Source: an optimization exercise on an open RTL-to-GDS flow (aim: small area and a short achievable clock period). Production flows keep margins and buffers that such runs may drop.
Where RTL was checked, it was by simulation tests only, not by an equivalence proof against the original.
No activity file was given, so power comes from the tool's default toggle rates.

// yuv422_to_rgb
module yuv422_to_rgb
(
    input       wire        clk     ,
    input       wire        cke     ,
    input       wire        yuv_hs  ,
    input       wire        yuv_vs  ,
    input       wire        yuv_de  ,
    input       wire [9 :0] yuv_y   ,
    input       wire [9 :0] yuv_c   ,
    output      wire        rgb_hs  ,
    output      wire        rgb_vs  ,
    output      wire        rgb_de  ,
    output      wire [23:0] rgb_dat
);
Settings: LEC_CHECK=0, CAP_MARGIN=20, CORE_MARGIN=2, CORE_UTILIZATION=40, SETUP_SLACK_MARGIN=1.5, SLEW_MARGIN=20; clock period 4.5 ns.
run.sh (not shown) runs the stock make flow with config.mk's settings and CLKGATE_MAP_FILE= SYNTH_SCRIPT=/design/flow/synth_recipe.tcl, a recipe that flattens the netlist after the stock synthesis.
The first run completed with no timing, DRC or antenna violations.
Rerun with:
Settings changed: SETUP_SLACK_MARGIN 1.5 to not set.
Global-route usage hardly moves; worst setup slack degrades by 0.50 ns; sequential power is about the same.
Rerun with:
Settings changed: SETUP_SLACK_MARGIN set to 1.0.
Result:
- hold slack stays flat
- cell count grows by 0.38%
- register-to-register slack improved by 0.48 ns
- utilization increases by 0.81 points
- global-route usage is lower by 0.10 points
- via count is higher by 0.37%
- routed wire length decreases by 0.57%
- power is higher by 5.7%
- critical path depth does not change
- synthesized cell count stays the same
Rerun with:
Settings changed: CORE_UTILIZATION 40 to 65, CTS_BUF_LIST set to sky130_fd_sc_hd__clkbuf_4, SETUP_SLACK_MARGIN 1.0 to not set.
=>
- register-to-register slack degrades by 0.49 ns
- final cell count fell by 5.5%
- count of clock-buffer cells in the layout climbs by 49
- design area is lower by 2.9%
- sequential share of layout area came out higher by 1.3 points
- via count rose by 2.9%
- wire length falls by 2.2%
- combinational power stays flat
- total power came out lower by 7.5%
- setup slack loses 0.49 ns
Function was not checked in any run of this note: the RTL went through the layout flow alone.


yuv422_to_rgb, a different RTL version from the one above (not shown whole).
Size in the first run: ~1000 cells after synthesis.
==> flow/config.mk <==
export PLATFORM = sky130hd
export DESIGN_NAME = yuv422_to_rgb
export DESIGN_NICKNAME = yuv422_to_rgb
export VERILOG_FILES = /design/flow/design.v
export SDC_FILE = /design/flow/constraint.sdc
export NUM_CORES = 4
export LEC_CHECK = 0
export CAP_MARGIN = 20
export CORE_MARGIN = 2
export CORE_UTILIZATION = 40
export SETUP_SLACK_MARGIN = 1.6
export SLEW_MARGIN = 20
==> flow/constraint.sdc <==
create_clock -name core_clock -period 4.5 [get_ports {clk}]
set_input_delay 0.9000 -clock core_clock [delete_from_list [all_inputs] [get_ports {clk}]]
set_output_delay 0.9000 -clock core_clock [all_outputs]
set_load 0.01 [all_outputs]
standard.sh (not shown) runs the stock make flow with config.mk's settings and CLKGATE_MAP_FILE= SYNTH_SCRIPT=/design/flow/synth_recipe.tcl, a recipe that flattens the netlist after the stock synthesis.
==> flow/flow/run.sh <==
#!/bin/bash
# Standard ORFS layout (the standard.sh) with changes that do not touch the design:
#  - ports are buffered with buf_2 instead of the default delay-cell choice
#  - CTS: no dummy load cells, chosen clock buffers and sink cluster size
set -o pipefail
export BUFFER_PORTS_ARGS="-buffer_cell sky130_fd_sc_hd__buf_2"
export CTS_ARGS="-sink_clustering_enable -repair_clock_nets -dont_use_dummy_load -buf_list sky130_fd_sc_hd__clkbuf_16 -sink_clustering_size 25 -sink_clustering_max_diameter 150"
bash standard.sh > standard.log 2>&1
Edit:
==> flow/run.sh (new file) <==
#!/bin/bash
# synth_recipe.tcl (not shown) runs the flow's synth.tcl, then flattens the netlist and writes it again
# the make line also repeats each setting of config.mk as NAME=value (left out here)
make -C /OpenROAD-flow-scripts/flow DESIGN_CONFIG=/design/flow/config.mk WORK_HOME=/design/flow/orfs CLKGATE_MAP_FILE= SYNTH_SCRIPT=/design/flow/synth_recipe.tcl finish
Settings changed: SETUP_SLACK_MARGIN 1.6 to 2.0.
removed: flow/flow/run.sh
removed: flow/standard.sh
After rerunning:
- The new run finished with timing, DRC and antenna clean
- total power goes up by 19%
- worst hold slack gains 27 ps
- cell count goes up by 5.7%
- sequential share of layout area shrinks by 4.8 points
- first-iteration DRC count rises by 19%
- non-clock buffer count rose by 52
- via count came out higher by 5.1%
- final area came out higher by 12%
- setup slack improves by 84 ps

-- static timing again, ports no longer ideal --
The results above use ideal ports. As a check the final layouts listed here were re-extracted and re-timed, cells and wires unchanged. Step 1: set_driving_cell puts a clkbuf_16 on clk and a buf_2 on each other input, an assumption about the parent block. Step 2 adds t to the input delays and takes it off the output delays; t is the mean of the earliest and latest rising clock arrival at the registers after step 1. Input paths then give back, and output paths get back, about the clock's delay inside the block. Slacks: ideal / step 1 / step 2; pairs: ideal / step 1.
| run | t (ns) | slack for setup (ns) | clock arrival spread, ns | worst slew at a driven data input, ns |
|---|---|---|---|---|
| the first run of note 1 | 0.545 | 1.152 / 1.152 / 1.152 | 0.010 / 0.010 | 0.04 |
| the second run of note 1 | 0.559 | 0.655 / 0.655 / 0.655 | 0.019 / 0.019 | 0.04 |
| the third run of note 1 | 0.564 | 1.135 / 1.135 / 1.135 | 0.014 / 0.013 | 0.04 |
| the fourth run of note 1 | 0.669 | 0.642 / 0.642 / 0.642 | 0.033 / 0.033 | 0.07 |
| the first run of note 2 | 0.510 | 1.634 / 1.634 / 1.634 | 0.047 / 0.046 | 0.03 |
| the second run of note 2 | 0.565 | 1.718 / 1.718 / 1.718 | 0.025 / 0.025 | 0.05 |
After both steps setup and hold are still met in every run listed.
